What follows belongs to an exercise in optimizing a design on an open flow for a short achievable clock period and few clock cycles; a production flow would make more cautious choices.
RTL that was checked went through simulation tests only; none was proved equivalent to the original.
Function not checked in run 1: the RTL went through the layout flow alone.
No driver is modelled on the clock port, so clocking that relies on it looks cheaper here than on a real chip.
No activity file was given, so power comes from the tool's default toggle rates.

==> flow/design.v (outline; a module is shown in full before it is edited, if it fits) <==
// module MulTree1: 1427 lines
// module MulTree2: 297 lines
// module ARMcore_top: 235 lines
module ARMcore_top(
    input wire CLK,
    input wire Reset,  
    output wire [31:0] PC,
    input wire [31:0] Instr,
    output wire [31:0] DataAddr,
    output wire [31:0] WriteData,
    output wire MemWrite,
    input wire [31:0] ReadData
  );
  // ...
==> flow/flow/run.sh <==
#!/bin/bash
# Standard synthesis, then the standard layout steps with timing repair
# aiming for extra setup slack (the SDC is the design's, unchanged).
set -euo pipefail
EXTRA="SETUP_SLACK_MARGIN=${MARGIN:-21} MATCH_CELL_FOOTPRINT=0 TNS_END_PERCENT=100"
bash standard.sh synth > synth.log 2>&1
bash standard.sh $EXTRA finish > layout.log 2>&1
==> flow/standard.sh <==
#!/bin/bash
# synth_recipe.tcl (not shown) runs the flow's synth.tcl, then flattens the netlist and writes it again
# the make line also repeats each setting of config.mk as NAME=value (left out here)
make -C /OpenROAD-flow-scripts/flow DESIGN_CONFIG=/design/flow/config.mk WORK_HOME=/design/flow/orfs CLKGATE_MAP_FILE= SYNTH_SCRIPT=/design/flow/synth_recipe.tcl "${@:-finish}"
==> flow/config.mk <==
export PLATFORM = sky130hd
export DESIGN_NAME = ARMcore_top
export DESIGN_NICKNAME = ARMcore_top
export VERILOG_FILES = /design/flow/design.v
export SDC_FILE = /design/flow/constraint.sdc
export NUM_CORES = 4
export LEC_CHECK = 0
export ABC_CLOCK_PERIOD_IN_PS = 5000
export CAP_MARGIN = 20
export CORE_MARGIN = 2
export CORE_UTILIZATION = 40
export SLEW_MARGIN = 20
==> flow/constraint.sdc <==
create_clock -name core_clock -period 28.0 [get_ports {CLK}]
set_input_delay 5.6000 -clock core_clock [delete_from_list [all_inputs] [get_ports {CLK}]]
set_output_delay 5.6000 -clock core_clock [all_outputs]
set_load 0.01 [all_outputs]
==> impl_metrics.tcl, run 1 <==
set metrics [dict create \
    outcome "no timing/DRC/antenna violations" \
    slew_headroom_pct 9.67 \
    num_antenna_cells 46 \
    endpoint_kind "primary output" \
    netlist-cell-type-count 108 \
    top_usage_layer "met2" \
    nonClkBufAreaFrac_pct 4.12 \
    utilization_pct 45.5 \
    power_clock_mw 2.91 \
    die_area_sq_mm 0.304 \
    synthTopCellsByCount "1479 x edfxtp_1, 1211 x nor2_1, 1177 x nand2_1, 745 x clkbuf_1, 642 x a21oi_1" \
    final_common_cell "edfxtp_1" \
    reg2reg_slack_ps 21020 \
    cp_data_arrival_time_ps 1470 \
    synth.top_cell.area_share_pct 37.1 \
    dr_wl_met3_um 82900 \
    grt_pass1_wl_um 825000 \
    grt_overflow 0 \
    power_leakage_nw 49.4 \
    synth_mux_area_share_pct 8.70 \
    largest_class "multi-input gates" \
    layout.comb_gates.multi_input 8217 \
    seq_cell_power_mw 3.29 \
    gp_congestion 1.04 \
    clkLatencyLatePin_ps 1010 \
    largestRegisters "btbTgt x640, RF x480, btbTag x256" \
    rows 200 \
    power_frac_seq_pct 23.3 \
    whs_ps 467 \
    period_minus_slack_ps 7070 \
    antenna_found_initial 44 \
    layout_common_cells "1479 x edfxtp_1, 1163 x nand2_1, 1146 x nor2_1" \
    routed_wl_um 602000 \
    syn_to_final_growth_pct 12.9 \
    grt_max_degree 198 \
    synth-compound-area-share_pct 18.6 \
    synth.yosys.seq_area_share_pct 43.6 \
    skew_ps 130 \
    yosysMostFrequentCell "edfxtp_1" \
    core_area_sq_mm 0.297 \
    dp_hpwl_um 392000 \
    vias_per_cell 6.94 \
    antenna_violating_nets_post_route 0 \
    final-clk-cell-share_pct 5.20 \
]
==> module ARMcore_top, before the edit <==
module ARMcore_top(
    input wire CLK,
    input wire Reset,  
    output wire [31:0] PC,
    input wire [31:0] Instr,
    output wire [31:0] DataAddr,
    output wire [31:0] WriteData,
    output wire MemWrite,
    input wire [31:0] ReadData
  );
  localparam MH = 6;        
  reg [31:0] pcF;           
  reg        eValid;        
  reg [31:0] IR;
  reg [31:0] pc8E;          
  reg [31:0] pc4E;          
  reg [11:2] pcE;           
  reg [63:0] btbValid;
  reg [4*64-1:0] btbTag;    
  reg [10*64-1:0] btbTgt;   
  reg        mLoad;         
  reg        mMul;          
  reg [3:0]  mRd;
  reg        mSetNZ;        
  reg [32*MH-1:0] mulRows;  
  reg [31:0] addrM, wdataM;
  reg        weM;
  reg        wLoad;         
  reg [3:0]  wRd;
  reg [31:0] ldData;
  reg N, Z, C, V;
  reg [32*15-1:0] RF;       
  assign PC = pcF;
  assign DataAddr = addrM;
  assign WriteData = wdataM;
  assign MemWrite = weM;
  wire [3:0] cond = IR[31:28];
  wire isBr  = IR[27];
  wire isMem = ~IR[27] & IR[26];
  wire isDP  = ~IR[27] & ~IR[26];
  wire isLDR = isMem & IR[20];
  wire isSTR = isMem & ~IR[20];
  wire immOp = IR[25];
  wire [3:0] cmd = IR[24:21];
  wire sBit = IR[20];
  wire [3:0] rn = IR[19:16];
  wire [3:0] rd = IR[15:12];
  wire [3:0] rm = IR[3:0];
  wire cAdd = cmd == 4'b0100;
  wire cSub = cmd == 4'b0010;
  wire cAnd = cmd == 4'b0000;
  wire cOrr = cmd == 4'b1100;
  wire cMul = (cmd == 4'b1110) | (cmd == 4'b0111);
  wire isMul = isDP & cMul;
  reg condEx;
  always @(*)
    case (cond)
      4'b0000: condEx = Z;
      4'b0001: condEx = ~Z;
      4'b0010: condEx = C;
      4'b0011: condEx = ~C;
      4'b0100: condEx = N;
      4'b0101: condEx = ~N;
      4'b0110: condEx = V;
      4'b0111: condEx = ~V;
      4'b1000: condEx = ~V & C;
      4'b1001: condEx = Z | ~C;
      4'b1010: condEx = ~(N ^ V);
      4'b1011: condEx = N ^ V;
      4'b1100: condEx = ~Z & ~(N ^ V);
      4'b1101: condEx = Z | (N ^ V);
      default: condEx = 1'b1;
    endcase
  wire mWrite = mLoad | mMul;
  wire usesRn = ~isBr;
  wire usesRm = isDP & ~immOp;
  wire usesRd = isSTR;
  wire hazReg = mWrite & ((usesRn & (rn == mRd)) | (usesRm & (rm == mRd)) |
                          (usesRd & (rd == mRd)));
  wire hazFlag = mSetNZ & (cond[3:1] != 3'b111);
  wire stall = eValid & (hazReg | hazFlag);
  wire go = eValid & ~stall & condEx;    
  wire fwdN = wLoad & (rn == wRd);
  wire fwdM = wLoad & (rm == wRd);
  wire fwdD = wLoad & (rd == wRd);
  reg [31:0] rnV, rmV, rdV;
  integer k;
  always @(*)
    begin
      rnV = ({32{rn == 4'd15}} & pc8E) | ({32{fwdN}} & ldData);
      rmV = ({32{rm == 4'd15}} & pc8E) | ({32{fwdM}} & ldData);
      rdV = ({32{rd == 4'd15}} & pc8E) | ({32{fwdD}} & ldData);
      for (k = 0; k < 15; k = k + 1)
        begin
          rnV = rnV | ({32{~fwdN & (rn == k)}} & RF[32*k +: 32]);
          rmV = rmV | ({32{~fwdM & (rm == k)}} & RF[32*k +: 32]);
          rdV = rdV | ({32{~fwdD & (rd == k)}} & RF[32*k +: 32]);
        end
    end
  wire [31:0] op2 = immOp ? {24'b0, IR[7:0]} : rmV;
  wire [31:0] addB = cSub ? ~op2 : op2;
  wire [33:0] sum34 = {1'b0, rnV, 1'b1} + {1'b0, addB, cSub};
  wire [31:0] sum = sum34[32:1];
  wire cout = sum34[33];
  reg [31:0] aluRes;
  always @(*)
    if (cAnd)
      aluRes = rnV & op2;
    else if (cOrr)
      aluRes = rnV | op2;
    else
      aluRes = sum;
  wire [31:0] addP = rnV ^ addB;
  wire [31:0] addO = rnV | addB;
  wire zAdd = (addP[0] == cSub) & (&(addP[31:1] ~^ addO[30:0]));
  wire zAnd = ~(|(rnV & op2));
  wire zOrr = ~(|(rnV | op2));
  wire fN = aluRes[31];
  wire fZ = cAnd ? zAnd : cOrr ? zOrr : zAdd;
  wire fC = cout;
  wire fV = (rnV[31] ^ sum[31]) & ~(rnV[31] ^ op2[31] ^ cSub);
  wire wrE = go & isDP & ~cMul & (rd != 4'd15);
  wire fwNZ = go & isDP & sBit & (cAdd | cSub | cAnd | cOrr);
  wire fwCV = go & isDP & sBit & (cAdd | cSub);
  wire [32*MH-1:0] treeRows;
  MulTree1 mulTree1(.a(rnV), .b(op2), .rows(treeRows));
  wire [31:0] mulS, mulC;
  MulTree2 mulTree2(.rows(mulRows), .s(mulS), .c(mulC));
  wire [31:0] prodM = mulS + mulC;
  wire [31:0] mulP = mulS ^ mulC;
  wire [31:0] mulO = mulS | mulC;
  wire zProd = ~mulP[0] & (&(mulP[31:1] ~^ mulO[30:0]));
  wire [31:0] target = pc8E + {{6{IR[23]}}, IR[23:0], 2'b00};
  wire taken = go & isBr;
  wire [31:0] nextE = taken ? target : pc4E;    
  wire resolve = eValid & ~stall;
  wire redirect = resolve & (nextE != pcF);
  wire [5:0] fIdx = pcF[7:2];
  wire fHit = btbValid[fIdx] & (btbTag[4*fIdx +: 4] == pcF[11:8]);
  wire [31:0] predNext = fHit ? {pcF[31:12], btbTgt[10*fIdx +: 10], 2'b00} : pcF + 32'd4;
  wire [5:0] eIdx = pcE[7:2];
  wire btbSet = resolve & taken;
  wire btbClr = redirect & ~taken;
  always @(posedge CLK)
    if (Reset)
      btbValid <= 64'd0;
    else if (btbSet)
      btbValid[eIdx] <= 1'b1;
    else if (btbClr)
      btbValid[eIdx] <= 1'b0;
  always @(posedge CLK)
    if (btbSet)
      begin
        btbTag[4*eIdx +: 4] <= pcE[11:8];
        btbTgt[10*eIdx +: 10] <= target[11:2];
      end
  always @(posedge CLK)
    if (Reset)
      begin
        pcF <= 32'd0;
        eValid <= 1'b0;
      end
    else if (~stall)
      begin
        if (redirect)
          begin
            pcF <= nextE;
            eValid <= 1'b0;
          end
        else
          begin
            pcF <= predNext;
            eValid <= 1'b1;
          end
      end
  always @(posedge CLK)
    if (~stall)
      begin
        IR <= Instr;
        pc8E <= pcF + 32'd8;
        pc4E <= pcF + 32'd4;
        pcE <= pcF[11:2];
      end
  always @(posedge CLK)
    if (Reset)
      begin
        mLoad <= 1'b0;
        mMul <= 1'b0;
        mSetNZ <= 1'b0;
        weM <= 1'b0;
        wLoad <= 1'b0;
      end
    else
      begin
        mLoad <= go & isLDR & (rd != 4'd15);
        mMul <= go & isMul & (rd != 4'd15);
        mSetNZ <= go & isMul & sBit;
        weM <= go & isSTR;
        wLoad <= mLoad & ~(wrE & (rd == mRd));
      end
  always @(posedge CLK)
    begin
      mRd <= rd;
      mulRows <= treeRows;
      addrM <= rnV + {20'b0, IR[11:0]};
      wdataM <= rdV;
      wRd <= mRd;
      ldData <= ReadData;
    end
  always @(posedge CLK)
    if (Reset)
      {N, Z, C, V} <= 4'b0000;
    else
      begin
        if (fwNZ)
          {N, Z} <= {fN, fZ};
        else if (mSetNZ)
          {N, Z} <= {prodM[31], zProd};
        if (fwCV)
          {C, V} <= {fC, fV};
      end
  genvar g;
  generate
    for (g = 0; g < 15; g = g + 1)
      begin : rf
        always @(posedge CLK)
          if (wrE && rd == g)
            RF[32*g +: 32] <= aluRes;
          else if (mMul && mRd == g)
            RF[32*g +: 32] <= prodM;
          else if (wLoad && wRd == g)
            RF[32*g +: 32] <= ldData;
      end
  endgenerate
endmodule
==> inputs of run 2 (changes only) <==
--- a/flow/design.v
+++ b/flow/design.v
@@ -1737,14 +1737,20 @@
   reg        eValid;        
   reg [31:0] IR;
+  reg [15:0] selN, selM, selD;  
   reg [31:0] pc8E;          
   reg [31:0] pc4E;          
-  reg [11:2] pcE;           
-  reg [63:0] btbValid;
-  reg [4*64-1:0] btbTag;    
-  reg [10*64-1:0] btbTgt;   
+  reg [BI+BT+1:2] pcE;      
+  localparam BI = 5;
+  localparam BT = 2;
+  localparam TB = 8;
+  localparam BN = 1 << BI;
+  reg [BN-1:0] btbValid;
+  reg [BT*BN-1:0] btbTag;
+  reg [TB*BN-1:0] btbTgt;
+  reg        rstQ;          
   reg        mLoad;         
   reg        mMul;          
   reg [3:0]  mRd;
-  reg        mSetNZ;        
+  reg        mSetN;         
   reg [32*MH-1:0] mulRows;  
   reg [31:0] addrM, wdataM;
@@ -1802,25 +1808,29 @@
   wire hazReg = mWrite & ((usesRn & (rn == mRd)) | (usesRm & (rm == mRd)) |
                           (usesRd & (rd == mRd)));
-  wire hazFlag = mSetNZ & (cond[3:1] != 3'b111);
+  wire condN = (cond[3:1] == 3'b010) | (cond[3:1] == 3'b101) | (cond[3:1] == 3'b110);
+  wire hazFlag = mSetN & condN;
   wire stall = eValid & (hazReg | hazFlag);
   wire go = eValid & ~stall & condEx;    
   wire fwdN = wLoad & (rn == wRd);
-  wire fwdM = wLoad & (rm == wRd);
+  wire fwdM = wLoad & ~immOp & (rm == wRd);
   wire fwdD = wLoad & (rd == wRd);
-  reg [31:0] rnV, rmV, rdV;
+  reg [31:0] rfN, rfM, rfD;
   integer k;
   always @(*)
     begin
-      rnV = ({32{rn == 4'd15}} & pc8E) | ({32{fwdN}} & ldData);
-      rmV = ({32{rm == 4'd15}} & pc8E) | ({32{fwdM}} & ldData);
-      rdV = ({32{rd == 4'd15}} & pc8E) | ({32{fwdD}} & ldData);
+      rfN = {32{selN[15]}} & pc8E;
+      rfM = {32{selM[15]}} & pc8E;
+      rfD = {32{selD[15]}} & pc8E;
       for (k = 0; k < 15; k = k + 1)
         begin
-          rnV = rnV | ({32{~fwdN & (rn == k)}} & RF[32*k +: 32]);
-          rmV = rmV | ({32{~fwdM & (rm == k)}} & RF[32*k +: 32]);
-          rdV = rdV | ({32{~fwdD & (rd == k)}} & RF[32*k +: 32]);
+          rfN = rfN | ({32{selN[k]}} & RF[32*k +: 32]);
+          rfM = rfM | ({32{selM[k]}} & RF[32*k +: 32]);
+          rfD = rfD | ({32{selD[k]}} & RF[32*k +: 32]);
         end
     end
-  wire [31:0] op2 = immOp ? {24'b0, IR[7:0]} : rmV;
+  wire [31:0] rnV = fwdN ? ldData : rfN;
+  wire [31:0] rmV = fwdM ? ldData : rfM;
+  wire [31:0] rdV = fwdD ? ldData : rfD;
+  wire [31:0] op2 = rmV | {24'b0, IR[7:0] & {8{immOp}}};
   wire [31:0] addB = cSub ? ~op2 : op2;
   wire [33:0] sum34 = {1'b0, rnV, 1'b1} + {1'b0, addB, cSub};
@@ -1852,7 +1862,22 @@
   MulTree2 mulTree2(.rows(mulRows), .s(mulS), .c(mulC));
   wire [31:0] prodM = mulS + mulC;
-  wire [31:0] mulP = mulS ^ mulC;
-  wire [31:0] mulO = mulS | mulC;
-  wire zProd = ~mulP[0] & (&(mulP[31:1] ~^ mulO[30:0]));
+  wire [31:0] tza, tzb;    
+  genvar t;
+  generate
+    for (t = 0; t < 32; t = t + 1)
+      begin : tz
+        assign tza[t] = ~(|rnV[t:0]);
+        assign tzb[t] = ~(|op2[t:0]);
+      end
+  endgenerate
+  wire [30:0] tzPair;
+  generate
+    for (t = 1; t < 32; t = t + 1)
+      begin : tzp
+        assign tzPair[t-1] = tza[t-1] & tzb[31-t];
+      end
+  endgenerate
+  wire zMul = tza[31] | tzb[31] | (|tzPair);
+  wire fwZmul = go & isMul & sBit;
   wire [31:0] target = pc8E + {{6{IR[23]}}, IR[23:0], 2'b00};
   wire taken = go & isBr;
@@ -1860,13 +1885,13 @@
   wire resolve = eValid & ~stall;
   wire redirect = resolve & (nextE != pcF);
-  wire [5:0] fIdx = pcF[7:2];
-  wire fHit = btbValid[fIdx] & (btbTag[4*fIdx +: 4] == pcF[11:8]);
-  wire [31:0] predNext = fHit ? {pcF[31:12], btbTgt[10*fIdx +: 10], 2'b00} : pcF + 32'd4;
-  wire [5:0] eIdx = pcE[7:2];
+  wire [BI-1:0] fIdx = pcF[BI+1:2];
+  wire fHit = ~rstQ & btbValid[fIdx] & (btbTag[BT*fIdx +: BT] == pcF[BI+BT+1:BI+2]);
+  wire [31:0] predNext = fHit ? {pcF[31:TB+2], btbTgt[TB*fIdx +: TB], 2'b00} : pcF + 32'd4;
+  wire [BI-1:0] eIdx = pcE[BI+1:2];
   wire btbSet = resolve & taken;
   wire btbClr = redirect & ~taken;
   always @(posedge CLK)
-    if (Reset)
-      btbValid <= 64'd0;
+    if (rstQ)
+      btbValid <= {BN{1'b0}};
     else if (btbSet)
       btbValid[eIdx] <= 1'b1;
@@ -1876,6 +1901,6 @@
     if (btbSet)
       begin
-        btbTag[4*eIdx +: 4] <= pcE[11:8];
-        btbTgt[10*eIdx +: 10] <= target[11:2];
+        btbTag[BT*eIdx +: BT] <= pcE[BI+BT+1:BI+2];
+        btbTgt[TB*eIdx +: TB] <= target[TB+1:2];
       end
   always @(posedge CLK)
@@ -1902,15 +1927,24 @@
       begin
         IR <= Instr;
+        selN <= 16'd1 << Instr[19:16];
+        selM <= Instr[25] ? 16'd0 : 16'd1 << Instr[3:0];
+        selD <= 16'd1 << Instr[15:12];
         pc8E <= pcF + 32'd8;
         pc4E <= pcF + 32'd4;
-        pcE <= pcF[11:2];
+        pcE <= pcF[BI+BT+1:2];
       end
   always @(posedge CLK)
+    rstQ <= Reset;
+  always @(posedge CLK)
     if (Reset)
+      weM <= 1'b0;
+    else
+      weM <= go & isSTR;
+  always @(posedge CLK)
+    if (rstQ)
       begin
         mLoad <= 1'b0;
         mMul <= 1'b0;
-        mSetNZ <= 1'b0;
-        weM <= 1'b0;
+        mSetN <= 1'b0;
         wLoad <= 1'b0;
       end
@@ -1919,6 +1953,5 @@
         mLoad <= go & isLDR & (rd != 4'd15);
         mMul <= go & isMul & (rd != 4'd15);
-        mSetNZ <= go & isMul & sBit;
-        weM <= go & isSTR;
+        mSetN <= go & isMul & sBit;
         wLoad <= mLoad & ~(wrE & (rd == mRd));
       end
@@ -1933,12 +1966,16 @@
     end
   always @(posedge CLK)
-    if (Reset)
+    if (rstQ)
       {N, Z, C, V} <= 4'b0000;
     else
       begin
         if (fwNZ)
-          {N, Z} <= {fN, fZ};
-        else if (mSetNZ)
-          {N, Z} <= {prodM[31], zProd};
+          N <= fN;
+        else if (mSetN)
+          N <= prodM[31];
+        if (fwNZ)
+          Z <= fZ;
+        else if (fwZmul)
+          Z <= zMul;
         if (fwCV)
           {C, V} <= {fC, fV};
@@ -1949,5 +1986,5 @@
       begin : rf
         always @(posedge CLK)
-          if (wrE && rd == g)
+          if (wrE && selD[g])
             RF[32*g +: 32] <= aluRes;
           else if (mMul && mRd == g)
==> flow/flow/run.sh (replaced) <==
#!/bin/bash
# Standard synthesis, then the standard layout steps with timing repair
# aiming for extra setup slack (the SDC is the design's, unchanged).
set -euo pipefail
EXTRA="SETUP_SLACK_MARGIN=${MARGIN:-21.5} MATCH_CELL_FOOTPRINT=0 TNS_END_PERCENT=100"
bash standard.sh synth > synth.log 2>&1
bash standard.sh $EXTRA finish > layout.log 2>&1
==> impl_metrics.tcl, run 2 <==
set metrics [dict create \
    yosys_warnings 1 \
    cp_max_fo 2 \
    netlist-cell-type-count 107 \
    antenna_violating_nets_post_route 0 \
    r2r-start "selN[5]$_SDFFCE_PP0N_" \
    cts_sinks 1304 \
    cts.htree.levels 4 \
    die_w_um 472 \
    outcome "no timing/DRC/antenna violations" \
    synth.top_cell.area_share_pct 32.5 \
    max_stage_delay_ps 360 \
    r2r_cells 23 \
    final_cell_area_sq_mm 0.0994 \
    drt-wirelength-per-cell_um 35.5 \
    reg2reg_to "RF[378]$_DFFE_PP_" \
    setup_violations 0 \
    largest_reg_flops 480 \
    power_mw 9.61 \
    regArea_sq_mm 0.0358 \
    synth.largest_area_cell "edfxtp_1" \
    vias_per_cell 6.83 \
    hold_class "register to register" \
    io_pins 163 \
    die_h_um 472 \
    syn_avg_cell_area_sq_um 9.54 \
    num_vias 82667 \
    syn_to_final_growth_pct 13.4 \
    drive_above_1_share_pct 13.1 \
    rsz0062_at_grt "yes" \
    gp_congestion 1.03 \
    fin_nets 9759 \
    ys_ff_latch 1304 \
    slew_headroom_pct 14.8 \
    grt_max_degree 158 \
    crit_chain "buf_6" \
    clkLatencyLatePin_ps 870 \
    crit_slowest_cell "dfxtp_4" \
    tns_ps 0 \
    endpoint_kind "primary output" \
    crit_family "flip-flops" \
    grt_pass1_vias 78535 \
    start_util_pct 40.3 \
    hold_violations 0 \
    dpl_cell_area_sq_mm 0.0928 \
    final_common_cell "nand2_1" \
    cts_buffers 155 \
    crit_cells 1 \
    routed_wl_um 430000 \
    cp.required_ps 22400 \
    skew_ps 56.8 \
    postCtsHoldBufs 0 \
    cts_tree "built" \
    grt_overflow 0 \
    crit_type "register to primary output" \
    path_buf_inv 1 \
    tightest_slew_ps 1280 \
    synth-async-reset-ratio_pct 0 \
    cp-endpoint "PC[3]" \
    finalCritPeriodShare_pct 24.7 \
    synth_area_leaders "edfxtp_1 32%, fa_1 9.3%, dfxtp_1 8.1%, nand2_1 5.0%, o21ai_0 4.1%" \
    cts_max_path_buffers 3 \
    synthTopCellsByCount "1178 x nand2_1, 948 x edfxtp_1, 913 x nor2_1, 722 x o21ai_0, 694 x clkbuf_1" \
    reg2reg_slack_ps 21420 \
    antenna_found_initial 19 \
    fmax_mhz 145 \
    synth.yosys.seq_area_share_pct 40.6 \
    start_kind "register" \
    root_buffer "clkbuf_16" \
    layout_common_cells "1152 x nand2_1, 948 x edfxtp_1, 903 x nor2_1" \
    vdd_drop_max_mv 0.356 \
    cp_data_arrival_time_ps 1320 \
    power_leakage_nw 39.1 \
    max-cap-violations 0 \
    die_area_sq_mm 0.223 \
    power_density_mw_per_mm2 96.7 \
    nFillCells 20283 \
    largestRegisters "RF x480, btbTgt x256, mulRows x177" \
    period_minus_slack_ps 6920 \
    port_buffers 162 \
    core_area_sq_mm 0.218 \
    drt_pre_antenna_iters 15 \
    synth_edf_count 948 \
    remaining_drc_errors 0 \
    startpoint "pcF[3]$_SDFFE_PP0N_" \
    cts.clk_slew.worst_paths_ps 60 \
    dp_hpwl_um 261000 \
    grt_pass1_wl_um 594000 \
    synthFlopType "edfxtp_1" \
    yosysMostFrequentCell "nand2_1" \
    drt_iter0_markers 14805 \
    rows 171 \
    track_usage_pct 37.3 \
    synth_area_sq_mm 0.0877 \
    maxSlewViolCount 0 \
    regMostFlops "RF" \
    synth_nets 9841 \
    synthCells 9194 \
    multi_input_area_sq_mm 0.0481 \
]
[run 2: metal layers]
metal	GRT usage (%)	part of all wire [%]	up-vias
met5	1.23	0.15	-
met4	24.3	8.5	18
met3	15.0	16	2114
met2	53.4	41	7502
met1	46.2	35	40086
li1	-	-	32947
[run 2: final cells by class]
| type | instances | share of cell area [%] |
|---|---|---|
| antenna | 14 | 0.0352 |
| clock buffer | 207 | 4.29 |
| clock inverter | 82 | 0.878 |
| inverter | 472 | 1.82 |
| multi-input combinational | 6617 | 48.4 |
| sequential | 1304 | 36.0 |
| tap | 2854 | 3.59 |
| timing repair buffer | 562 | 5.06 |
[run 2: timing repair]
action	4_1_cts	5_1_grt
cloned	2	7
setup buffers	47	30
pin swaps	3	9
resized for setup	468	117
endpoints found under the hold margin	0	0
endpoints found under the setup margin	248	188
[run 2: cell families (layout without fill, tap and decap cells)]
kind of cell / after synthesis / in the layout / synth area share, %
adder cells (fa/ha/maj): 581 / 581 / 11.8
AO/OA/AOI/OAI: 2548 / 2548 / 19.7
AND/OR/NAND/NOR: 2854 / 2855 / 14.2
other: 0 / 14 / 0
buffers and inverters: 1275 / 1323 / 5.54
multiplexers: 278 / 279 / 4.64
flip-flops: 1304 / 1304 / 40.6
XOR/XNOR: 354 / 354 / 3.58
[run 2: power breakdown]
part,total (mW),internal (mW),switching [mW]
registers,2.31,2.21,0.106
clock network,2.10,1.17,0.925
logic,5.20,1.42,3.78
[run 2: worst min-delay path by stage]
stage | from | end | slack [ps] | depth (start not counted)
global route | mLoad$_SDFF_PP0_ | wLoad$_SDFF_PP0_ | 490 | 1
floorplan | mRd[0]$_DFF_P_ | wRd[0]$_DFF_P_ | 330 | 0
global placement | register | register | 450 | 2
detailed placement | register | register | 460 | 2
CTS | register | register | 470 | 2
finish | register | register | 470 | 2
[run 2: per-stage QoR]
stage	utilization [%]	hold slack (ps)	setup WS [ps]	std cells
2_1_floorplan	-	329	21650	9194
3_3_place_gp	42.6	454	20540	11721
3_5_place_dp	42.7	461	20460	11722
4_1_cts	45.3	469	21050	12060
5_1_grt	45.7	489	21070	12100
6_report	45.7	472	21080	12112
Testbench counts of run 2, summed over its fixed seeds: cycles 9,931.
==> inputs of run 3 (changes only) <==
==> flow/flow/run.sh (replaced) <==
#!/bin/bash
# Standard synthesis, then the standard layout steps with timing repair
# aiming for extra setup slack (the SDC is the design's, unchanged), and
# after CTS the clock root split in 4 (flow/split_root.tcl).
set -euo pipefail
export FLOW_CLOCK_PORT=CLK
EXTRA="SETUP_SLACK_MARGIN=${MARGIN:-21.5} MATCH_CELL_FOOTPRINT=0 TNS_END_PERCENT=100 POST_CTS_TCL=$PWD/flow/split_root.tcl"
bash standard.sh synth > synth.log 2>&1
bash standard.sh $EXTRA finish > layout.log 2>&1
==> flow/flow/split_root.tcl (new file) <==
proc split_clock_root {} {
  set block [ord::get_db_block]
  set db [ord::get_db]
  set clk [$block findNet $::env(FLOW_CLOCK_PORT)]
  set roots [$clk getITerms]
  if {[llength $roots] != 1} {
    puts "split_clock_root: clock port drives [llength $roots] pins, left as it is"
    return
  }
  set root [[lindex $roots 0] getInst]
  set master [$root getMaster]
  set out ""
  foreach it [$root getITerms] {
    if {[$it isOutputSignal]} { set out [$it getNet] }
  }
  set loads {}
  foreach it [$out getITerms] {
    if {[$it isInputSignal]} { lappend loads $it }
  }
  if {[llength $loads] < 8} {
    puts "split_clock_root: root drives [llength $loads] pins, left as it is"
    return
  }
  # quadrants around the centre of the loads
  set sx 0; set sy 0
  foreach it $loads {
    set loc [[$it getInst] getLocation]
    set sx [expr {$sx + [lindex $loc 0]}]
    set sy [expr {$sy + [lindex $loc 1]}]
  }
  set cx [expr {$sx / [llength $loads]}]
  set cy [expr {$sy / [llength $loads]}]
  array set grp {}
  foreach it $loads {
    set loc [[$it getInst] getLocation]
    set q [expr {([lindex $loc 0] >= $cx ? 1 : 0) + ([lindex $loc 1] >= $cy ? 2 : 0)}]
    lappend grp($q) $it
  }
  set n 0
  foreach q [lsort [array names grp]] {
    set its $grp($q)
    set gx 0; set gy 0
    foreach it $its {
      set loc [[$it getInst] getLocation]
      set gx [expr {$gx + [lindex $loc 0]}]
      set gy [expr {$gy + [lindex $loc 1]}]
    }
    set gx [expr {$gx / [llength $its]}]
    set gy [expr {$gy / [llength $its]}]
    if {$n == 0} {
      # the original root keeps the first group
      foreach it $loads {
        if {[lsearch -exact $its $it] < 0} { $it disconnect }
      }
      $root setLocation $gx $gy
      $root setPlacementStatus PLACED
    } else {
      set buf [odb::dbInst_create $block $master "clkbuf_root_$n\_CLK"]
      set net [odb::dbNet_create $block "clknet_root_$n\_CLK"]
      $net setSigType CLOCK
      [$buf findITerm A] connect $clk
      [$buf findITerm X] connect $net
      foreach it $its { $it connect $net }
      $buf setLocation $gx $gy
      $buf setPlacementStatus PLACED
    }
    puts "split_clock_root: root $n drives [llength $its] pins at $gx $gy"
    incr n
  }
  global_connect
  detailed_placement
  check_placement -verbose
}
split_clock_root
==> impl_metrics.tcl, run 3 <==
set metrics [dict create \
    gp_congestion 1.03 \
    layout_setup_ws_ps 21350 \
    whs_ps 471 \
    cp_max_fo 2 \
    dr_wl_met2_um 174000 \
    track_usage_pct 37.2 \
    io_pins 163 \
    tightest_slew_ps 1300 \
    drt-met1-wl_um 150000 \
    hold_violations 0 \
    p_clk_share_pct 22.0 \
    layout_common_cells "1152 x nand2_1, 948 x edfxtp_1, 903 x nor2_1" \
    setup_violations 0 \
    internal-power_mw 4.82 \
    power_leakage_nw 39.0 \
    synthCells 9194 \
    start_kind "register" \
    cts.clk_slew.worst_paths_ps 60 \
    netlist-cell-type-count 107 \
    drt_pre_antenna_iters 13 \
    synth.yosys.seq_area_share_pct 40.6 \
    synth_edf_count 948 \
    grt_pass1_wl_um 594000 \
    outcome "no timing/DRC/antenna violations" \
    remaining_drc_errors 0 \
    antenna_found_initial 21 \
    largestRegisters "RF x480, btbTgt x256, mulRows x177" \
    ys_ff_latch 1304 \
    largest_reg_flops 480 \
    grt_max_degree 158 \
    hold_class "register to register" \
    rsz0062_at_grt "yes" \
    regArea_sq_mm 0.0358 \
    drt-wirelength-per-cell_um 35.3 \
    die_h_um 472 \
    skew_ps 61.2 \
    grt_pass1_vias 78631 \
    cp.required_ps 22400 \
    start_util_pct 40.3 \
    multi_input_area_sq_mm 0.0481 \
    regMostFlops "RF" \
    rows 171 \
    antenna_violating_nets_post_route 0 \
    synth.largest_area_cell "edfxtp_1" \
    yosysMostFrequentCell "nand2_1" \
    synthTopCellsByCount "1178 x nand2_1, 948 x edfxtp_1, 913 x nor2_1, 722 x o21ai_0, 694 x clkbuf_1" \
    p_sw_mw 4.76 \
    cp_data_arrival_time_ps 1050 \
    reg2reg_slack_ps 21480 \
    synthFlopType "edfxtp_1" \
    max_stage_delay_ps 360 \
    core_area_sq_mm 0.218 \
    syn_to_final_growth_pct 13.2 \
    cts_sinks 1304 \
    synth_area_sq_mm 0.0877 \
    finalCritPeriodShare_pct 23.7 \
    period_minus_slack_ps 6650 \
    final_common_cell "nand2_1" \
    top_layer "met5" \
    syn_avg_cell_area_sq_um 9.54 \
    startpoint "pcF[8]$_SDFFE_PP0N_" \
    routed_wl_um 427000 \
    fin_nets 9746 \
    crit_type "register to primary output" \
    crit_family "flip-flops" \
    power_frac_seq_pct 24.2 \
    p_comb_share_pct 53.8 \
    r2r-start "selN[5]$_SDFFCE_PP0N_" \
    fmax_mhz 150 \
    synth_area_leaders "edfxtp_1 32%, fa_1 9.3%, dfxtp_1 8.1%, nand2_1 5.0%, o21ai_0 4.1%" \
    dr_wl_met3_um 66900 \
    synth_nets 9841 \
    power_density_mw_per_mm2 96.5 \
    crit_chain "buf_6" \
    cts_tree "built" \
    max-cap-violations 0 \
    tns_ps 0 \
    clkLatencyLatePin_ps 610 \
    die_w_um 472 \
    drt_iter0_markers 14792 \
    dp_hpwl_um 261000 \
    vias_per_cell 6.83 \
    slew_headroom_pct 11.3 \
    grt_overflow 0 \
    dp_slack_ps 20460 \
    drive_above_1_share_pct 12.9 \
    synth.top_cell.area_share_pct 32.5 \
    maxSlewViolCount 0 \
    port_buffers 162 \
    die_area_sq_mm 0.223 \
    endpoint_kind "primary output" \
    path_buf_inv 1 \
    nFillCells 20296 \
    yosys_warnings 1 \
    p_sw_share_pct 49.7 \
    crit_slowest_cell "dfxtp_4" \
    num_vias 82591 \
    synth-async-reset-ratio_pct 0 \
    vdd_drop_max_mv 0.347 \
]
[run 3: through the flow]
stage	utilization (%)	std cells	cell area [sq um]	power (mW)
after detailed placement	42.7	11722	92800	7.22
final	45.6	12100	99300	9.58
after global routing	45.6	12087	99200	9.87
after floorplan	-	9194	87700	4.90
after global placement	42.6	11721	92800	7.13
[run 3: final timing paths]
path,endpoint,cells past startpoint
worst min register to register,register,2
worst max-delay path,PC[8],1
worst min-delay path,register,2
worst max register to register,RF[378]$_DFFE_PP_,22
[run 3: power groups by stage]
stage               clock, mW  combinational [mW]  sequential, mW
floorplan                   0                2.59            2.31
global placement            0                4.77            2.36
detailed placement          0                4.86            2.36
global route             2.18                5.36            2.33
finish                   2.11                5.15            2.31
[run 3: logic make-up after synthesis]
logic type	after synthesis	synth area share (%)
simple gates	2854	14.2
compound gates	2548	19.7
flops	1304	40.6
buf+inv	1275	5.54
fa+ha+maj	581	11.8
xor+xnor	354	3.58
mux	278	4.64
[run 3: worst min-delay path: stages, from the launching register on]
cell	delay (ps)
dfxtp_1	310
o41ai_1	60
a21oi_1	50
[run 3: area by class of cell, clock buffers not listed]
cell class                 instances  area share, %
clock inverter                    82          0.880
multi-input combinational       6617           48.4
buffer                             3         0.0756
antenna                           15         0.0378
sequential                      1304           36.0
tap                             2854           3.60
timing repair buffer             546           4.83
inverter                         472           1.82
[run 3: metal layers]
layer  global-route usage, %  up-vias
li1                        -    32909
met1                    46.3    40022
met2                    53.4     7528
met3                    14.4     2102
met4                    23.8       30
met5                    1.58        -
==> inputs of run 4 (changes only) <==
--- a/flow/design.v
+++ b/flow/design.v
@@ -1741,5 +1741,5 @@
   reg [31:0] pc4E;          
   reg [BI+BT+1:2] pcE;      
-  localparam BI = 5;
+  localparam BI = 6;
   localparam BT = 2;
   localparam TB = 8;
==> impl_metrics.tcl, run 4 <==
set metrics [dict create \
    outcome "no timing/DRC/antenna violations" \
    synth.yosys.seq_area_share_pct 43.9 \
    dp_hpwl_um 309000 \
    die_w_um 515 \
    core_area_sq_mm 0.259 \
    power_leakage_nw 44.9 \
    synthCells 10736 \
    hold_class "register to register" \
    p_clk_share_pct 24.0 \
    synth-async-reset-ratio_pct 0 \
    synth_area_sq_mm 0.104 \
    synth_mux_area_share_pct 5.75 \
    drt_pre_antenna_iters 13 \
    maxSlewViolCount 0 \
    start_kind "register" \
    crit_type "register to primary output" \
    rows 187 \
    internal-power_mw 5.84 \
    routed_wl_um 482000 \
    skew_ps 94.3 \
    synthFlopType "edfxtp_1" \
    synth_edf_count 1269 \
    utilization_pct 45.5 \
    cp.required_ps 22400 \
    hold_depth 2 \
    syn_to_final_growth_pct 13.1 \
    crit_cells 1 \
    ys_ff_latch 1657 \
    grt_pass1_wl_um 673000 \
    final_common_cell "nand2_1" \
    fmax_mhz 147 \
    power_frac_seq_pct 26.3 \
    gp_congestion 1.03 \
    vdd_drop_max_mv 0.388 \
    die_area_sq_mm 0.265 \
    tightest_slew_ps 1290 \
    yosysMostFrequentCell "nand2_1" \
    power_density_mw_per_mm2 94.5 \
    io_pins 163 \
    cp_data_arrival_time_ps 1200 \
    layout_setup_ws_ps 21200 \
    netlist-cell-type-count 97 \
    grt_pass1_vias 88951 \
    drt_iter0_markers 15680 \
    die_h_um 515 \
    rsz0062_at_grt "yes" \
    synth_area_leaders "edfxtp_1 37%, fa_1 7.8%, dfxtp_1 7.4%, nand2_1 6.0%, nor2_1 3.8%" \
    p_comb_share_pct 49.8 \
    synth_xor_area_share_pct 2.96 \
    antenna_violating_nets_post_route 0 \
    cp_max_fo 1 \
    synth-simple-area-share_pct 14.2 \
    synth.top_cell.area_share_pct 36.5 \
    cts.clk_slew.worst_paths_ps 60 \
    synthAdderAreaFrac_pct 9.87 \
    synthTopCellsByCount "1673 x nand2_1, 1269 x edfxtp_1, 1045 x nor2_1, 773 x clkbuf_1, 718 x o21ai_0" \
    num_vias 93588 \
    drive_above_1_share_pct 12.9 \
    tns_ps 0 \
    finalCritPeriodShare_pct 24.3 \
    grt_overflow 0 \
    max-cap-violations 0 \
    endpoint_kind "primary output" \
    period_minus_slack_ps 6800 \
    vias_per_cell 6.60 \
    regMostFlops "btbTgt" \
    synth-compound-area-share_pct 18.2 \
    whs_ps 472 \
    synth_nets 11380 \
    dpl_cell_area_sq_mm 0.110 \
    largestRegisters "btbTgt x512, RF x480, mulRows x177" \
    r2r_cells 20 \
    fin_nets 11231 \
    cts_sinks 1657 \
    port_buffers 162 \
    remaining_drc_errors 0 \
    crit_slowest_cell "dfxtp_4" \
    slew_headroom_pct 14.1 \
    antenna_found_initial 25 \
    drt-wirelength-per-cell_um 34.0 \
    layout_common_cells "1655 x nand2_1, 1269 x edfxtp_1, 1036 x nor2_1" \
    start_util_pct 40.2 \
    synth_top_family_by_area "compound AO/OA/AOI/OAI gates" \
    crit_chain "buf_6" \
    synth.largest_area_cell "edfxtp_1" \
    grt_max_degree 185 \
    p_sw_share_pct 47.6 \
    largest_reg_flops 512 \
    max_stage_delay_ps 430 \
    cts_tree "built" \
    dp_slack_ps 20560 \
    yosys_warnings 1 \
    p_sw_mw 5.31 \
    crit_family "flip-flops" \
    final_cell_area_sq_mm 0.118 \
    hold_violations 0 \
    setup_violations 0 \
    clkLatencyLatePin_ps 670 \
    syn_avg_cell_area_sq_um 9.72 \
    track_usage_pct 35.4 \
    path_buf_inv 1 \
]
## run 4: changes by cell type in the layout (fill, tap and decap cells not counted), sizes merged, moves of 38 or more
cell	previous run	this run
edfxtp	948	1269
clkbuf	211	255
nand2b	146	108
a211oi	46	305
mux2i	96	140
a22o	373	237
mux4	94	166
a21oi	382	624
a221oi	206	252
nor2	913	1046
nand2	1178	1674
## run 4: cell families (layout without fill, tap and decap cells)
logic type               after synthesis  count (layout)
AO/OA/AOI/OAI                       2888            2888
XOR/XNOR                             353             353
adder cells (fa/ha/maj)              578             578
buffers and inverters               1394            1409
flip-flops                          1657            1657
multiplexers                         381             381
other                                  0              30
AND/OR/NAND/NOR                     3485            3487
## run 4: final cells by class, clock buffers not listed
cell class,count,area (sq um)
diodes,30,75.1
plain buffers,3,75.1
clock inverters,107,1320
fillers,24056,141000
inverters,475,1810
multi-input cells,7687,54100
flip-flops and latches,1657,46100
well taps,3402,4260
repair buffers,573,4990
## run 4: through the flow
stage,power (mW),std cells
5_1_grt,11.5,14165
3_3_place_gp,8.20,13731
6_report,11.1,14185
3_5_place_dp,8.28,13732
2_1_floorplan,5.74,10736
## run 4: power groups by stage
stage               Sequential [mW]  Combinational, mW  Clock [mW]
finish                         2.93               5.55        2.67
global route                   2.94               5.78        2.77
detailed placement             2.99               5.29           0
global placement               2.98               5.22           0
floorplan                      2.93               2.81           0
## run 4: metal layers
layer  wire length, um  vias to the layer above  GRT usage (%)
met5               200                        -          0.274
met4             37800                       18           21.3
met3             69000                     2037           13.1
met2            199000                     7607           51.1
met1            175000                    45486           44.9
li1                  -                    38440              -
## run 4: worst paths after layout
kind,from,to,slack (ps)
worst max-delay path,weM$_SDFF_PP0_,MemWrite,21200
worst min-delay path,register,register,470
worst max register to register,selN[11]$_SDFFCE_PN0N_,RF[158]$_DFFE_PP_,21580
worst min register to register,register,register,470
## run 4: worst min-delay path: stages (launching register included)
cell and delay [ps]:
dfxtp_1 300, o21ai_0 70, a21oi_1 60
Testbench counts of run 4, summed over its fixed seeds: cycles 9,887.
==> inputs of run 5 (changes only) <==
--- a/flow/design.v
+++ b/flow/design.v
@@ -1741,5 +1741,5 @@
   reg [31:0] pc4E;          
   reg [BI+BT+1:2] pcE;      
-  localparam BI = 6;
+  localparam BI = 5;
   localparam BT = 2;
   localparam TB = 8;
--- a/flow/config.mk
+++ b/flow/config.mk
@@ -9,4 +9,4 @@
 export CAP_MARGIN = 20
 export CORE_MARGIN = 2
-export CORE_UTILIZATION = 40
+export CORE_UTILIZATION = 50
 export SLEW_MARGIN = 20
==> impl_metrics.tcl, run 5 <==
set metrics [dict create \
    skew_ps 44.4 \
    track_usage_pct 46.7 \
    synth.top_cell.area_share_pct 32.5 \
    max_stage_delay_ps 600 \
    final_common_cell "nand2_1" \
    synth-compound-area-share_pct 19.7 \
    port_buffers 162 \
    largest_reg_flops 480 \
    grt_pass1_wl_um 593000 \
    finalCritPeriodShare_pct 23.8 \
    path_buf_inv 4 \
    syn_to_final_growth_pct 12.8 \
    power_density_mw_per_mm2 98.8 \
    synthFlopType "edfxtp_1" \
    synth_edf_count 948 \
    synth_mux_area_share_pct 4.64 \
    synthCells 9194 \
    slew_headroom_pct 15.2 \
    synth_xor_area_share_pct 3.58 \
    fmax_mhz 150 \
    dp_hpwl_um 262000 \
    drt_iter0_markers 15818 \
    start_kind "register" \
    syn_avg_cell_area_sq_um 9.54 \
    yosysMostFrequentCell "nand2_1" \
    hold_violations 0 \
    grt_overflow 0 \
    synth-simple-area-share_pct 14.2 \
    setup_violations 0 \
    vias_per_cell 7.15 \
    synthTopCellsByCount "1178 x nand2_1, 948 x edfxtp_1, 913 x nor2_1, 722 x o21ai_0, 694 x clkbuf_1" \
    synth.yosys.seq_area_share_pct 40.6 \
    synth.largest_area_cell "edfxtp_1" \
    grt_pass1_vias 78573 \
    core_area_sq_mm 0.174 \
    num_vias 82893 \
    start_util_pct 50.4 \
    tns_ps 0 \
    antenna_found_initial 34 \
    synth-async-reset-ratio_pct 0 \
    tightest_slew_ps 1270 \
    remaining_drc_errors 0 \
    die_area_sq_mm 0.179 \
    multi_input_area_sq_mm 0.0482 \
    drive_above_1_share_pct 13.2 \
    nFillCells 15150 \
    crit_type "register to register" \
    synth_nets 9841 \
    endpoint_kind "register" \
    maxSlewViolCount 0 \
    io_pins 163 \
    power_leakage_nw 39.2 \
    synth_area_sq_mm 0.0877 \
    clkLatencyLatePin_ps 600 \
    rows 153 \
    grt_max_degree 124 \
    post-place-cells 11204 \
    crit_slowest_cell "nand4_1" \
    drt-wirelength-per-cell_um 36.9 \
    outcome "no timing/DRC/antenna violations" \
    crit_chain "buf_4, buf_6, a22o_1, a221oi_1, nand4_1, mux2_4, nor2_2, xnor2_1, ha_1, a21o_1, a21oi_2, a31oi_2, and4_1, o31a_1, o311a_1, o31a_1, o41ai_4, buf_4, mux2_2, nand3_2, o221ai_4, buf_4, nor2_1, a31o_2" \
    yosys_warnings 1 \
    cp_max_fo 20 \
    rsz0062_at_grt "yes" \
    cts_sinks 1304 \
    die_h_um 423 \
    routed_wl_um 428000 \
    ys_ff_latch 1304 \
    crit_family "compound AO/OA/AOI/OAI gates" \
    max-cap-violations 0 \
    vdd_drop_max_mv 0.299 \
    synth_top_family_by_area "compound AO/OA/AOI/OAI gates" \
    synthAdderAreaFrac_pct 11.8 \
    largestRegisters "RF x480, btbTgt x256, mulRows x177" \
    power_mw 9.77 \
    hold_class "register to register" \
    cp_data_arrival_time_ps 7020 \
    stdcell_count 11596 \
    layout_common_cells "1151 x nand2_1, 948 x edfxtp_1, 900 x nor2_1" \
    antenna_violating_nets_post_route 0 \
    cp.required_ps 28350 \
    cts.clk_slew.worst_paths_ps 60 \
    period_minus_slack_ps 6670 \
    regMostFlops "RF" \
    regArea_sq_mm 0.0358 \
    synth_area_leaders "edfxtp_1 32%, fa_1 9.3%, dfxtp_1 8.1%, nand2_1 5.0%, o21ai_0 4.1%" \
    gp_congestion 1.05 \
    die_w_um 423 \
    netlist-cell-type-count 107 \
    cts_tree "built" \
    dp_slack_ps 20070 \
    drt_pre_antenna_iters 14 \
    cp_common_cell "buf_4" \
    fin_nets 9755 \
    layout_setup_ws_ps 21330 \
]
## run 5: changes by cell type after synthesis, moves of 38 or more
| cell | change |
|---|---|
| nand2_1 | -495 |
| edfxtp_1 | -321 |
| a211oi_1 | -261 |
| a21oi_1 | -242 |
| a22o_1 | +136 |
| nor2_1 | -132 |
| clkbuf_1 | -79 |
| mux4_2 | -72 |
| a221oi_1 | -48 |
| mux2i_1 | -43 |
| nand2b_1 | +38 |
## run 5: through the flow
| stage | utilization (%) | area (sq um) | hold WS, ps |
|---|---|---|---|
| 2_1_floorplan | - | 87700 | 329 |
| 3_3_place_gp | 53.0 | 92200 | 455 |
| 3_5_place_dp | 53.0 | 92300 | 465 |
| 5_1_grt | 56.8 | 98800 | 494 |
| 6_report | 56.8 | 98900 | 477 |
## run 5: kinds of logic after synthesis
| family | after synthesis |
|---|---|
| mux | 278 |
| compound gates | 2548 |
| flops | 1304 |
| buf+inv | 1275 |
| simple gates | 2854 |
| xor+xnor | 354 |
| fa+ha+maj | 581 |
## run 5: layout make-up, clock buffers not listed
type | count | area share [%]
flip-flops and latches | 1304 | 36.2
repair buffers | 561 | 5.05
plain buffers | 3 | 0.0759
multi-input cells | 6616 | 48.7
clock inverters | 76 | 0.865
well taps | 2325 | 2.94
inverters | 472 | 1.82
diodes | 39 | 0.0987
## run 5: power breakdown
group,total (mW),switching [mW],internal (mW),leakage [nW]
clock,2.10,0.894,1.20,2.53
combinational,5.37,3.87,1.50,24.7
sequential,2.31,0.0988,2.21,11.9
total,9.77,4.87,4.91,39.2
## run 5: tightest hold or removal path, delay by kind of cell, from the launching register on
| family | cells | cell delay (ps) |
|---|---|---|
| compound gates | 2 | 130 |
| flops | 1 | 310 |
## run 5: worst paths after layout
check,from,endpoint,slack [ps],cells after the start
setup / recovery,selM[12]$_SDFFCE_PP0N_,RF[188]$_DFFE_PP_,21330,24
hold reg to reg,register,register,480,2
setup reg to reg,selM[12]$_SDFFCE_PP0N_,RF[188]$_DFFE_PP_,21330,24
hold / removal,register,register,480,2
## run 5: layer usage
metal,vias to the layer above,global-route usage (%),wire [um]
met5,-,1.10,589
met1,39938,57.7,148000
li1,32986,-,-
met4,22,32.5,40400
met3,2358,20.2,67500
met2,7589,65.1,172000
Testbench counts of run 5, summed over its fixed seeds: cycles 9,931.
==> inputs of run 6 (changes only) <==
--- a/flow/config.mk
+++ b/flow/config.mk
@@ -9,4 +9,4 @@
 export CAP_MARGIN = 20
 export CORE_MARGIN = 2
-export CORE_UTILIZATION = 50
+export CORE_UTILIZATION = 58
 export SLEW_MARGIN = 20
==> impl_metrics.tcl, run 6 <==
set metrics [dict create \
    dp_slack_ps 20640 \
    tightest_slew_ps 1290 \
    vias_per_cell 7.47 \
    synth.yosys.seq_area_share_pct 40.6 \
    synth_nets 9841 \
    synthTopCellsByCount "1178 x nand2_1, 948 x edfxtp_1, 913 x nor2_1, 722 x o21ai_0, 694 x clkbuf_1" \
    num_vias 84133 \
    clkLatencyLatePin_ps 630 \
    startpoint "selM[2]$_SDFFCE_PP0N_" \
    final_common_cell "nand2_1" \
    synth-simple-area-share_pct 14.2 \
    nFillCells 11930 \
    die_h_um 393 \
    cts_tree "built" \
    power_leakage_nw 39.0 \
    setup_violations 0 \
    cts_sinks 1304 \
    synth_top_family_by_area "compound AO/OA/AOI/OAI gates" \
    cp_max_fo 24 \
    regArea_sq_mm 0.0357 \
    grt_overflow 0 \
    synth_mux_area_share_pct 4.64 \
    fmax_mhz 150 \
    hold_depth 2 \
    ys_ff_latch 1304 \
    netlist-cell-type-count 107 \
    core_area_sq_mm 0.150 \
    cts.clk_slew.worst_paths_ps 60 \
    hold_class "register to register" \
    drt_iter0_markers 16022 \
    synth_area_leaders "edfxtp_1 32%, fa_1 9.3%, dfxtp_1 8.1%, nand2_1 5.0%, o21ai_0 4.1%" \
    antenna_found_initial 24 \
    track_usage_pct 52.6 \
    max-cap-violations 0 \
    rsz0062_at_grt "yes" \
    layout_common_cells "1151 x nand2_1, 948 x edfxtp_1, 903 x nor2_1" \
    cp_data_arrival_time_ps 7100 \
    drt_pre_antenna_iters 17 \
    remaining_drc_errors 0 \
    synthFlopType "edfxtp_1" \
    drt-wirelength-per-cell_um 36.9 \
    synth_area_sq_mm 0.0877 \
    yosys_warnings 1 \
    start_util_pct 58.5 \
    hold_violations 0 \
    antenna_violating_nets_post_route 0 \
    endpoint_kind "register" \
    maxSlewViolCount 0 \
    cp.required_ps 28430 \
    final_cell_area_sq_mm 0.0983 \
    die_w_um 393 \
    synthCells 9194 \
    layout_setup_ws_ps 21330 \
    syn_avg_cell_area_sq_um 9.54 \
    grt_pass1_wl_um 573000 \
    synth.top_cell.area_share_pct 32.5 \
    synth.largest_area_cell "edfxtp_1" \
    fin_nets 9750 \
    regMostFlops "RF" \
    finalCritPeriodShare_pct 23.8 \
    crit_type "register to register" \
    slew_headroom_pct 13.8 \
    syn_to_final_growth_pct 12.1 \
    largest_reg_flops 480 \
    io_pins 163 \
    dp_hpwl_um 258000 \
    synthAdderAreaFrac_pct 11.8 \
    die_area_sq_mm 0.154 \
    vdd_drop_max_mv 0.388 \
    power_density_mw_per_mm2 99.6 \
    r2r-start "selM[2]$_SDFFCE_PP0N_" \
    synth_xor_area_share_pct 3.58 \
    synth-compound-area-share_pct 19.7 \
    outcome "no timing/DRC/antenna violations" \
    dpl_cell_area_sq_mm 0.0918 \
    port_buffers 162 \
    drive_above_1_share_pct 13.0 \
    gp_congestion 1.05 \
    yosysMostFrequentCell "nand2_1" \
    grt_max_degree 123 \
    r2r_cells 22 \
    tns_ps 0 \
    period_minus_slack_ps 6670 \
    synth-async-reset-ratio_pct 0 \
    skew_ps 106 \
    grt_pass1_vias 78612 \
    multi_input_area_sq_mm 0.0480 \
    largestRegisters "RF x480, btbTgt x256, mulRows x177" \
    start_kind "register" \
    rows 142 \
    synth_edf_count 948 \
    routed_wl_um 416000 \
]
-- run 6: cell counts after synthesis --
Identical to the previous run, type by type.
-- run 6: path summary, 6_finish.rpt --
| check | end | slack (ps) |
|---|---|---|
| max | RF[220]$_DFFE_PP_ | 21330 |
| min | register | 470 |
| max reg2reg | RF[220]$_DFFE_PP_ | 21330 |
| min reg2reg | register | 470 |
-- run 6: kinds of logic (layout without fill, tap and decap cells) --
family                     count (synthesis)  in the layout
DFF                                     1304           1304
adders and majority gates                581            581
buffers and inverters                   1275           1309
AOI/OAI and AO/OA                       2548           2549
other                                      0             25
and+or+nand+nor                         2854           2854
xor gates and xnor gates                 354            354
muxes                                    278            278
-- run 6: per-layer routing --
metal | up-vias | track usage (%) | share of wire, %
li1 | 32947 | - | -
met2 | 8758 | 71.0 | 39
met5 | - | 4.88 | 0.30
met1 | 39838 | 64.0 | 33
met3 | 2538 | 25.6 | 18
met4 | 52 | 39.3 | 10
-- run 6: layout make-up, clock buffers not listed --
type,instances,area share (%)
tap,2016,2.57
multi-input combinational,6616,48.9
buffer,3,0.0764
timing repair buffer,559,4.95
inverter,472,1.84
clock inverter,90,1.20
antenna,25,0.0637
sequential,1304,36.4
-- run 6: worst max-delay path: stages (launching register included) --
cell      delay, ps
edfxtp_1        360
buf_4           290
buf_6           310
a22o_1          250
a221oi_1        240
nand4_1         520
mux2i_4         340
buf_8           290
xnor2_1         130
ha_1            450
inv_1           160
o21ba_2         150
a21oi_1          50
o31a_1          370
o311a_1         410
o31a_1          350
o41ai_4         470
buf_4           210
mux2_2          350
nand3_4         180
o221ai_2        270
nor2_1          190
a31o_2          120
-- run 6: through the flow --
step / instances / util (%) / power, mW / hold WS, ps
3_3_place_gp: 10888 / 61.2 / 7.17 / 455
6_report: 11270 / 65.5 / 9.79 / 466
2_1_floorplan: 9194 / - / 4.90 / 329
5_1_grt: 11245 / 65.5 / 9.97 / 485
3_5_place_dp: 10890 / 61.2 / 7.26 / 454
-- run 6: power breakdown --
part	switching [mW]	leakage [nW]	internal [mW]
registers	0.106	11.9	2.21
clock network	0.906	2.54	1.19
logic	3.93	24.5	1.45
total	4.94	39.0	4.84

## static timing again, ports no longer ideal
The flow's constraints put no driver on any port. The routed layouts listed below were extracted and timed again, unchanged, in two steps.
Step 1, drivers: a clkbuf_16 drives CLK and a buf_2 each remaining input, both assumed.
Step 2 moves the port delays by t, midway between the first and last clock arrival at a register: inputs arrive t later, outputs are due t later. That takes back most of the time a late clock gives input paths.
Three values: ideal ports, drivers, drivers and shift; two values: the first two.
| run | t, ns | setup WS [ns] | clock arrival spread, ns | worst register clock-pin slew, ns | pins driven straight from the clock port |
|---|---|---|---|---|---|
| run 1 | 1.046 | 20.933 / 20.828 / 20.244 | 0.131 / 0.131 | 0.07 / 0.07 | 1 |
| run 2 | 0.934 | 21.085 / 20.992 / 20.794 | 0.058 / 0.057 | 0.07 / 0.07 | 1 |
| run 3 | 0.770 | 21.351 / 21.162 / 20.886 | 0.061 / 0.061 | 0.07 / 0.07 | 4 |
| run 4 | 0.831 | 21.205 / 20.994 / 20.776 | 0.094 / 0.094 | 0.07 / 0.07 | 4 |
| run 5 | 0.783 | 21.327 / 21.133 / 20.851 | 0.045 / 0.044 | 0.07 / 0.07 | 4 |
| run 6 | 0.773 | 21.328 / 21.134 / 20.924 | 0.106 / 0.106 | 0.07 / 0.07 | 4 |
After both steps every run listed still meets setup and hold. The setup slack of run 1, which loses most, moves by -0.105 ns with the drivers and by -0.689 ns with both steps.
